This is an optimization exercise on Yosys and OpenROAD, whose aim is small area, a short achievable clock period and few clock cycles, not a production implementation.
Power figures rest on the tool's default switching activity, not on a simulated workload.

== run Z ==
## MM
module MM(clk,i,j,reset,read,write,index,read_data,write_data,finish);
Size: roughly 250 flip-flops, about 110 I/O pins.
==> module MM, before the edit <==
module MM(clk,i,j,reset,read,write,index,read_data,write_data,finish);
	input reset, clk;
	input [19:0]read_data;
	output [19:0]i, j;
	output read, write, index, finish;
	output [39:0]write_data;
	reg rd_o, wr_o, idx_o, fin_o;
	reg [9:0] i_o, j_o, x;
	reg [9:0] rr, kk, cc;
	reg hs, alldone, wfin;
	reg q1, q2, q3;
	reg f1, l1, l2, l3, e1, e2, e3, ld;
	reg [19:0] b;
	reg [39:0] s, c, acc;
	wire hdr   = rd_o & wr_o;
	wire cur_b = rd_o & ~wr_o & idx_o;
	wire cur_a = rd_o & ~wr_o & ~idx_o;
	wire cur_w = wr_o & ~rd_o;
	wire [9:0] i_inc = i_o + 10'd1;
	wire [9:0] j_inc = j_o + 10'd1;
	wire [9:0] x_inc = x + 10'd1;
	wire lastn = (j_inc == kk);
	wire lastc = (x_inc == cc);
	wire lastr = (i_inc == rr);
	wire need_w = q3 & l3;
	always @(posedge clk or posedge reset) begin
		if (reset) begin
			rd_o <= 1'b0;
			wr_o <= 1'b0;
			hs <= 1'b0;
			fin_o <= 1'b0;
			alldone <= 1'b0;
			wfin <= 1'b0;
			q1 <= 1'b0;
			q2 <= 1'b0;
			q3 <= 1'b0;
		end else begin
			q1 <= cur_a;
			q2 <= q1;
			q3 <= q2;
			if (!hs) begin
				hs <= 1'b1;
				rd_o <= 1'b1;
				wr_o <= 1'b1;
			end else if (hdr) begin
				if (i_o[1]) begin
					rd_o <= 1'b1;
					wr_o <= 1'b0;
				end
			end else begin
				if (cur_a & lastn & lastc & lastr) alldone <= 1'b1;
				if (need_w) begin
					rd_o <= 1'b0;
					wr_o <= 1'b1;
					wfin <= e3;
				end else if (alldone | (cur_a & lastn & lastc & lastr)) begin
					rd_o <= 1'b0;
					wr_o <= 1'b0;
				end else begin
					rd_o <= 1'b1;
					wr_o <= 1'b0;
				end
				if (cur_w & wfin) fin_o <= 1'b1;
			end
		end
	end
	wire s_h  = hs & hdr;
	wire s_a1 = cur_a & ~lastn;
	wire s_a2 = cur_a & lastn & ~lastc;
	wire s_a3 = cur_a & lastn & lastc;
	wire hold = hs & ~rd_o;
	wire [9:0] i_d = ({10{s_h & ~i_o[1]}} & i_inc) | ({10{cur_b}} & x) |
	                 ({10{s_a1}} & j_inc) | ({10{hold}} & i_o);
	wire [9:0] j_d = ({10{cur_b}} & i_o) | ({10{s_a1}} & x) |
	                 ({10{s_a2}} & x_inc) | ({10{hold}} & j_o);
	wire idx_d = s_h | cur_a | (hold & idx_o);
	always @(posedge clk) begin
		i_o <= i_d;
		j_o <= j_d;
		idx_o <= idx_d;
		if (s_h) begin
			if (i_o[1:0] == 2'd0) rr <= read_data[9:0];
			if (i_o[1:0] == 2'd1) kk <= read_data[9:0];
			if (i_o[1:0] == 2'd2) cc <= read_data[9:0];
			x <= 10'd0;
		end else if (cur_b) begin
			x <= j_o;
		end else if (cur_a) begin
			x <= s_a3 ? i_inc : i_o;
		end
	end
	reg signed [21:0] a2;
	reg [14:0] dg;
	reg [14:0] dg_odd, dg_even;
	reg [2:0] tp, te;
	integer m;
	always @(*) begin
		for (m = 0; m < 5; m = m + 1) begin
			tp = (m == 4) ? b[19:17] : b[4*m+1 +: 3];
			te = (m == 0) ? {b[1:0], 1'b0} : b[4*m-1 +: 3];
			dg_odd[3*m]   = tp[2] & ~(tp[1] & tp[0]);
			dg_odd[3*m+1] = tp[1] ^ tp[0];
			dg_odd[3*m+2] = (tp[2] & ~tp[1] & ~tp[0]) | (~tp[2] & tp[1] & tp[0]);
			dg_even[3*m]   = te[2] & ~(te[1] & te[0]);
			dg_even[3*m+1] = te[1] ^ te[0];
			dg_even[3*m+2] = (te[2] & ~te[1] & ~te[0]) | (~te[2] & te[1] & te[0]);
		end
	end
	always @(posedge clk) begin
		if (cur_b) b <= read_data;
		a2 <= cur_a ? {read_data, 2'b00} : {{2{a2[21]}}, a2[21:2]};
		dg <= cur_a ? dg_odd : (q1 ? dg_even : 15'd0);
		f1 <= (j_o == 10'd0);
		l1 <= lastn;
		e1 <= lastn & lastc & lastr;
		ld <= q1 & f1;
		l2 <= l1;
		e2 <= l1 & e1;
		l3 <= l2;
		e3 <= e2;
	end
	reg [39:0] row [0:4];
	reg [39:0] row5;
	reg [22:0] sel, f;
	always @(*) begin
		row5 = -(40'h11111 << 22);
		for (m = 0; m < 5; m = m + 1) begin
			sel = dg[3*m+1] ? {a2[21], a2} : (dg[3*m+2] ? {a2, 1'b0} : 23'd0);
			f = sel ^ {23{dg[3*m]}};
			row[m] = {17'd0, ~f[22], f[21:0]} << (4*m);
			row5[4*m] = dg[3*m];
		end
	end
	wire [39:0] s1a = row[0] ^ row[1] ^ row[2];
	wire [39:0] c1a = {(row[0][38:0] & row[1][38:0]) | (row[0][38:0] & row[2][38:0]) | (row[1][38:0] & row[2][38:0]), 1'b0};
	wire [39:0] s1b = row[3] ^ row[4] ^ row5;
	wire [39:0] c1b = {(row[3][38:0] & row[4][38:0]) | (row[3][38:0] & row5[38:0]) | (row[4][38:0] & row5[38:0]), 1'b0};
	wire [39:0] s2 = s1a ^ c1a ^ s1b;
	wire [39:0] c2 = {(s1a[38:0] & c1a[38:0]) | (s1a[38:0] & s1b[38:0]) | (c1a[38:0] & s1b[38:0]), 1'b0};
	wire [39:0] s3 = s2 ^ c2 ^ c1b;
	wire [39:0] c3 = {(s2[38:0] & c2[38:0]) | (s2[38:0] & c1b[38:0]) | (c2[38:0] & c1b[38:0]), 1'b0};
	always @(posedge clk) begin
		s <= s3;
		c <= c3;
		acc <= (ld ? 40'd0 : acc) + s + c;
	end
	assign read = rd_o;
	assign write = wr_o;
	assign index = idx_o;
	assign i = {10'd0, i_o};
	assign j = {10'd0, j_o};
	assign finish = fin_o;
	assign write_data = acc;
endmodule
==> flow/config.mk <==
export PLATFORM = sky130hd
export DESIGN_NAME = MM
export DESIGN_NICKNAME = MM
export VERILOG_FILES = /design/flow/design.v
export SDC_FILE = /design/flow/constraint.sdc
export NUM_CORES = 4
export LEC_CHECK = 0
export CAP_MARGIN = 20
export CORE_MARGIN = 2
export CORE_UTILIZATION = 40
export PLACE_DENSITY = 0.6
export SLEW_MARGIN = 20
==> flow/constraint.sdc <==
create_clock -name core_clock -period 10.0 [get_ports {clk}]
set_input_delay 2.0000 -clock core_clock [delete_from_list [all_inputs] [get_ports {clk}]]
set_output_delay 2.0000 -clock core_clock [all_outputs]
set_load 0.01 [all_outputs]
standard.sh (not shown) runs the stock make flow with config.mk's settings and CLKGATE_MAP_FILE= SYNTH_SCRIPT=/design/flow/synth_recipe.tcl, a recipe that flattens the netlist after the stock synthesis.
==> flow/flow/run.sh <==
#!/bin/bash
# The standard layout, with ORFS's timing repair aiming for a clock period
# well below the design's (the constraints themselves are unchanged).
set -euo pipefail
bash standard.sh SETUP_SLACK_MARGIN=7.0 finish > standard_flow.log 2>&1
#### Input delta (run H over run Z)
--- a/flow/design.v
+++ b/flow/design.v
@@ -61,35 +61,46 @@
 					wr_o <= 1'b0;
 				end
 				if (cur_w & wfin) fin_o <= 1'b1;
 			end
 		end
 	end
-	wire s_h  = hs & hdr;
-	wire s_a1 = cur_a & ~lastn;
-	wire s_a2 = cur_a & lastn & ~lastc;
-	wire s_a3 = cur_a & lastn & lastc;
-	wire hold = hs & ~rd_o;
-	wire [9:0] i_d = ({10{s_h & ~i_o[1]}} & i_inc) | ({10{cur_b}} & x) |
-	                 ({10{s_a1}} & j_inc) | ({10{hold}} & i_o);
-	wire [9:0] j_d = ({10{cur_b}} & i_o) | ({10{s_a1}} & x) |
-	                 ({10{s_a2}} & x_inc) | ({10{hold}} & j_o);
-	wire idx_d = s_h | cur_a | (hold & idx_o);
 	always @(posedge clk) begin
-		i_o <= i_d;
-		j_o <= j_d;
-		idx_o <= idx_d;
-		if (s_h) begin
+		if (!hs) begin
+			i_o <= 10'd0;
+		end else if (hdr) begin
 			if (i_o[1:0] == 2'd0) rr <= read_data[9:0];
 			if (i_o[1:0] == 2'd1) kk <= read_data[9:0];
 			if (i_o[1:0] == 2'd2) cc <= read_data[9:0];
+			if (i_o[1]) begin
+				i_o <= 10'd0;
+				idx_o <= 1'b1;
+			end else begin
+				i_o <= i_inc;
+			end
+			j_o <= 10'd0;
 			x <= 10'd0;
 		end else if (cur_b) begin
+			i_o <= x;
+			j_o <= i_o;
 			x <= j_o;
+			idx_o <= 1'b0;
 		end else if (cur_a) begin
-			x <= s_a3 ? i_inc : i_o;
+			idx_o <= 1'b1;
+			x <= i_o;
+			if (!lastn) begin
+				i_o <= j_inc;
+				j_o <= x;
+			end else if (!lastc) begin
+				i_o <= 10'd0;
+				j_o <= x_inc;
+			end else begin
+				i_o <= 10'd0;
+				j_o <= 10'd0;
+				x <= i_inc;
+			end
 		end
 	end
 	reg signed [21:0] a2;
 	reg [14:0] dg;
 	reg [14:0] dg_odd, dg_even;
 	reg [2:0] tp, te;
### Flow results
Looking at amount of wire on met2 after detailed routing across run H and run Z, the one that comes out lower is run Z.
The worst hold slack was comparable across run H and run Z.
Compared with run Z, in run H power density normalized to cell area moved down, synthesis-to-finish area growth moved down, total power moved down.
For clock latency on the worst-skew pair, run Z and run H come out practically identical.
The critical path depth reported for run H is smaller than that of run Z by 1.
Summary of run H over run Z: share of total power in sequential cells +3.4 points, fill cell total of the finished layout now larger, wire length on met1 went up by 17%, number of resized instances in the post-cts repair step decreased about 1.7%.
Run H ends up with higher number of synthesized flops with an enable pin than run Z does.
No functional check of the RTL was part of any run of this note.

* * *

The RTL this note starts from:
==> flow/design.v <==
module MM(clk,i,j,reset,read,write,index,read_data,write_data,finish);
	input reset, clk;
	input [19:0]read_data;
	output [19:0]i, j;
	output read, write, index, finish;
	output [39:0]write_data;
	reg rd_o, wr_o, idx_o, fin_o;
	reg [9:0] i_o, j_o, x;
	reg [9:0] rr, kk, cc;
	reg hs, alldone, wfin;
	reg q1, q2, q3, q4;
	reg f1, l1, l2, l3, l4, e1, e2, e3, e4, ld, cm;
	reg [19:0] b;
	reg [39:0] s, c, acc;
	wire hdr   = rd_o & wr_o;
	wire cur_b = rd_o & ~wr_o & idx_o;
	wire cur_a = rd_o & ~wr_o & ~idx_o;
	wire cur_w = wr_o & ~rd_o;
	wire [9:0] i_inc = i_o + 10'd1;
	wire [9:0] j_inc = j_o + 10'd1;
	wire [9:0] x_inc = x + 10'd1;
	wire lastn = (j_inc == kk);
	wire lastc = (x_inc == cc);
	wire lastr = (i_inc == rr);
	wire need_w = q4 & l4;
	always @(posedge clk or posedge reset) begin
		if (reset) begin
			rd_o <= 1'b0;
			wr_o <= 1'b0;
			hs <= 1'b0;
			fin_o <= 1'b0;
			alldone <= 1'b0;
			wfin <= 1'b0;
			q1 <= 1'b0;
			q2 <= 1'b0;
			q3 <= 1'b0;
			q4 <= 1'b0;
		end else begin
			q1 <= cur_a;
			q2 <= q1;
			q3 <= q2;
			q4 <= q3;
			if (!hs) begin
				hs <= 1'b1;
				rd_o <= 1'b1;
				wr_o <= 1'b1;
			end else if (hdr) begin
				if (i_o[1]) begin
					rd_o <= 1'b1;
					wr_o <= 1'b0;
				end
			end else begin
				if (cur_a & lastn & lastc & lastr) alldone <= 1'b1;
				if (need_w) begin
					rd_o <= 1'b0;
					wr_o <= 1'b1;
					wfin <= e4;
				end else if (alldone | (cur_a & lastn)) begin
					rd_o <= 1'b0;
					wr_o <= 1'b0;
				end else begin
					rd_o <= 1'b1;
					wr_o <= 1'b0;
				end
				if (cur_w & wfin) fin_o <= 1'b1;
			end
		end
	end
	always @(posedge clk) begin
		if (!hs) begin
			i_o <= 10'd0;
		end else if (hdr) begin
			if (i_o[1:0] == 2'd0) rr <= read_data[9:0];
			if (i_o[1:0] == 2'd1) kk <= read_data[9:0];
			if (i_o[1:0] == 2'd2) cc <= read_data[9:0];
			if (i_o[1]) begin
				i_o <= 10'd0;
				idx_o <= 1'b1;
			end else begin
				i_o <= i_inc;
			end
			j_o <= 10'd0;
			x <= 10'd0;
		end else if (cur_b) begin
			i_o <= x;
			j_o <= i_o;
			x <= j_o;
			idx_o <= 1'b0;
		end else if (cur_a) begin
			idx_o <= 1'b1;
			x <= i_o;
			if (!lastn) begin
				i_o <= j_inc;
				j_o <= x;
			end else if (!lastc) begin
				i_o <= 10'd0;
				j_o <= x_inc;
			end else begin
				i_o <= 10'd0;
				j_o <= 10'd0;
				x <= i_inc;
			end
		end
	end
	reg signed [21:0] a2;
	reg [14:0] dg;
	reg [14:0] dg_odd, dg_even;
	reg [2:0] tp, te;
	integer m;
	always @(*) begin
		for (m = 0; m < 5; m = m + 1) begin
			tp = (m == 4) ? b[19:17] : b[4*m+1 +: 3];
			te = (m == 0) ? {b[1:0], 1'b0} : b[4*m-1 +: 3];
			dg_odd[3*m]   = tp[2] & ~(tp[1] & tp[0]);
			dg_odd[3*m+1] = tp[1] ^ tp[0];
			dg_odd[3*m+2] = (tp[2] & ~tp[1] & ~tp[0]) | (~tp[2] & tp[1] & tp[0]);
			dg_even[3*m]   = te[2] & ~(te[1] & te[0]);
			dg_even[3*m+1] = te[1] ^ te[0];
			dg_even[3*m+2] = (te[2] & ~te[1] & ~te[0]) | (~te[2] & te[1] & te[0]);
		end
	end
	always @(posedge clk) begin
		if (cur_b) b <= read_data;
		a2 <= cur_a ? {read_data, 2'b00} : {{2{a2[21]}}, a2[21:2]};
		dg <= cur_a ? dg_odd : (q1 ? dg_even : 15'd0);
		f1 <= (j_o == 10'd0);
		l1 <= lastn;
		e1 <= lastn & lastc & lastr;
		ld <= q1 & f1;
		l2 <= l1;
		e2 <= l1 & e1;
		l3 <= l2;
		e3 <= e2;
		l4 <= l3;
		e4 <= e3;
	end
	reg [39:0] row [0:4];
	reg [39:0] row5;
	reg [22:0] sel, f;
	always @(*) begin
		row5 = -(40'h11111 << 22);
		for (m = 0; m < 5; m = m + 1) begin
			sel = dg[3*m+1] ? {a2[21], a2} : (dg[3*m+2] ? {a2, 1'b0} : 23'd0);
			f = sel ^ {23{dg[3*m]}};
			row[m] = {17'd0, ~f[22], f[21:0]} << (4*m);
			row5[4*m] = dg[3*m];
		end
	end
	wire [39:0] s1a = row[0] ^ row[1] ^ row[2];
	wire [39:0] c1a = {(row[0][38:0] & row[1][38:0]) | (row[0][38:0] & row[2][38:0]) | (row[1][38:0] & row[2][38:0]), 1'b0};
	wire [39:0] s1b = row[3] ^ row[4] ^ row5;
	wire [39:0] c1b = {(row[3][38:0] & row[4][38:0]) | (row[3][38:0] & row5[38:0]) | (row[4][38:0] & row5[38:0]), 1'b0};
	wire [39:0] s2 = s1a ^ c1a ^ s1b;
	wire [39:0] c2 = {(s1a[38:0] & c1a[38:0]) | (s1a[38:0] & s1b[38:0]) | (c1a[38:0] & s1b[38:0]), 1'b0};
	wire [39:0] s3 = s2 ^ c2 ^ c1b;
	wire [39:0] c3 = {(s2[38:0] & c2[38:0]) | (s2[38:0] & c1b[38:0]) | (c2[38:0] & c1b[38:0]), 1'b0};
	wire [39:0] am = ld ? 40'd0 : acc;
	wire [39:0] ax = am ^ s ^ c;
	wire [39:0] ay = {(am[38:0] & s[38:0]) | (am[38:0] & c[38:0]) | (s[38:0] & c[38:0]), 1'b0};
	wire [19:0] sum_lo;
	wire cout_lo;
	assign {cout_lo, sum_lo} = {1'b0, ax[19:0]} + {1'b0, ay[19:0]};
	wire [19:0] sum_hi = ax[39:20] + ay[39:20] + {19'd0, cm & ~ld};
	always @(posedge clk) begin
		s <= s3;
		c <= c3;
		acc <= {sum_hi, sum_lo};
		cm <= cout_lo;
	end
	assign read = rd_o;
	assign write = wr_o;
	assign index = idx_o;
	assign i = {10'd0, i_o};
	assign j = {10'd0, j_o};
	assign finish = fin_o;
	assign write_data = acc;
endmodule
clock: 10.0 ns
lec_check: 0
cap_margin: 20
core_margin: 2
core_utilization: 40
place_density: 0.6
slew_margin: 20
Scripts as last shown in full above: flow/flow/run.sh
Then changed:
--- a/flow/design.v
+++ b/flow/design.v
@@ -67,38 +67,27 @@
 		end
 	end
+	wire s_h  = hs & hdr;
+	wire s_a1 = cur_a & ~lastn;
+	wire s_a2 = cur_a & lastn & ~lastc;
+	wire s_a3 = cur_a & lastn & lastc;
+	wire hold = hs & ~rd_o;
+	wire [9:0] i_d = ({10{s_h & ~i_o[1]}} & i_inc) | ({10{cur_b}} & x) |
+	                 ({10{s_a1}} & j_inc) | ({10{hold}} & i_o);
+	wire [9:0] j_d = ({10{cur_b}} & i_o) | ({10{s_a1}} & x) |
+	                 ({10{s_a2}} & x_inc) | ({10{hold}} & j_o);
+	wire idx_d = s_h | cur_a | (hold & idx_o);
 	always @(posedge clk) begin
-		if (!hs) begin
-			i_o <= 10'd0;
-		end else if (hdr) begin
+		i_o <= i_d;
+		j_o <= j_d;
+		idx_o <= idx_d;
+		if (s_h) begin
 			if (i_o[1:0] == 2'd0) rr <= read_data[9:0];
 			if (i_o[1:0] == 2'd1) kk <= read_data[9:0];
 			if (i_o[1:0] == 2'd2) cc <= read_data[9:0];
-			if (i_o[1]) begin
-				i_o <= 10'd0;
-				idx_o <= 1'b1;
-			end else begin
-				i_o <= i_inc;
-			end
-			j_o <= 10'd0;
 			x <= 10'd0;
 		end else if (cur_b) begin
-			i_o <= x;
-			j_o <= i_o;
 			x <= j_o;
-			idx_o <= 1'b0;
 		end else if (cur_a) begin
-			idx_o <= 1'b1;
-			x <= i_o;
-			if (!lastn) begin
-				i_o <= j_inc;
-				j_o <= x;
-			end else if (!lastc) begin
-				i_o <= 10'd0;
-				j_o <= x_inc;
-			end else begin
-				i_o <= 10'd0;
-				j_o <= 10'd0;
-				x <= i_inc;
-			end
+			x <= s_a3 ? i_inc : i_o;
 		end
 	end
@@ -158,8 +147,10 @@
 	wire [39:0] ax = am ^ s ^ c;
 	wire [39:0] ay = {(am[38:0] & s[38:0]) | (am[38:0] & c[38:0]) | (s[38:0] & c[38:0]), 1'b0};
-	wire [19:0] sum_lo;
-	wire cout_lo;
-	assign {cout_lo, sum_lo} = {1'b0, ax[19:0]} + {1'b0, ay[19:0]};
-	wire [19:0] sum_hi = ax[39:20] + ay[39:20] + {19'd0, cm & ~ld};
+	wire cin_h = cm & ~ld;
+	wire [20:0] add_lo = {1'b0, ax[19:0]} + {1'b0, ay[19:0]};
+	wire [20:0] add_hi = {ax[39:20], cin_h} + {ay[39:20], cin_h};
+	wire [19:0] sum_lo = add_lo[19:0];
+	wire cout_lo = add_lo[20];
+	wire [19:0] sum_hi = add_hi[20:1];
 	always @(posedge clk) begin
 		s <= s3;
Effect: The new run finished with timing, DRC and antenna clean. Via count shrinks by about 1.6%. Core utilization went up by 1.4 points. Design area rises by 0.38%. Wire length came out lower by 5.2%. Final cell count drops by 1.3%. Critical path depth grows by 1. Clock skew stays flat. Non-clock buffer count grows by 23. First-iteration DRC count falls by 16%. Synthesized area went down by 2.2%. Power climbs by 39%. Die area went down by 2.2%. Sequential cell count does not change.
Function was not checked in any run of this note: the RTL went through the layout flow alone.

port drivers added, routing unchanged:
Ports are ideal in the flow. The routed layouts listed here were re-timed in OpenROAD.
Step 1 (the two cells are an assumption about what drives the block):
set clk [get_ports {clk}]
set_driving_cell -lib_cell sky130_fd_sc_hd__clkbuf_16 $clk
set_driving_cell -lib_cell sky130_fd_sc_hd__buf_2 [delete_from_list [all_inputs] $clk]
Step 2, shift: input delay + t, output delay - t, t = (earliest + latest rising clock arrival at the registers) / 2. This alone moves slack from input paths to output paths.
Slacks: ideal ports / drivers / drivers and shift; pairs: ideal ports / drivers.
| run | shift t [ns] | slack for setup (ns) | worst hold slack (ns) | latest minus earliest clock arrival (ns) |
|---|---|---|---|---|
| run Z | 0.611 | 6.257 / 6.257 / 6.257 | 0.327 / 0.327 / 0.327 | 0.029 / 0.029 |
| run H | 0.601 | 6.531 / 6.531 / 6.531 | 0.328 / 0.328 / 0.328 | 0.023 / 0.023 |
| the first run of note 2 | 0.622 | 6.707 / 6.706 / 6.707 | 0.326 / 0.326 / 0.326 | 0.026 / 0.026 |
| the second run of note 2 | 0.629 | 6.736 / 6.736 / 6.736 | 0.326 / 0.326 / 0.326 | 0.025 / 0.025 |
After both steps setup and hold are still met in every run listed.
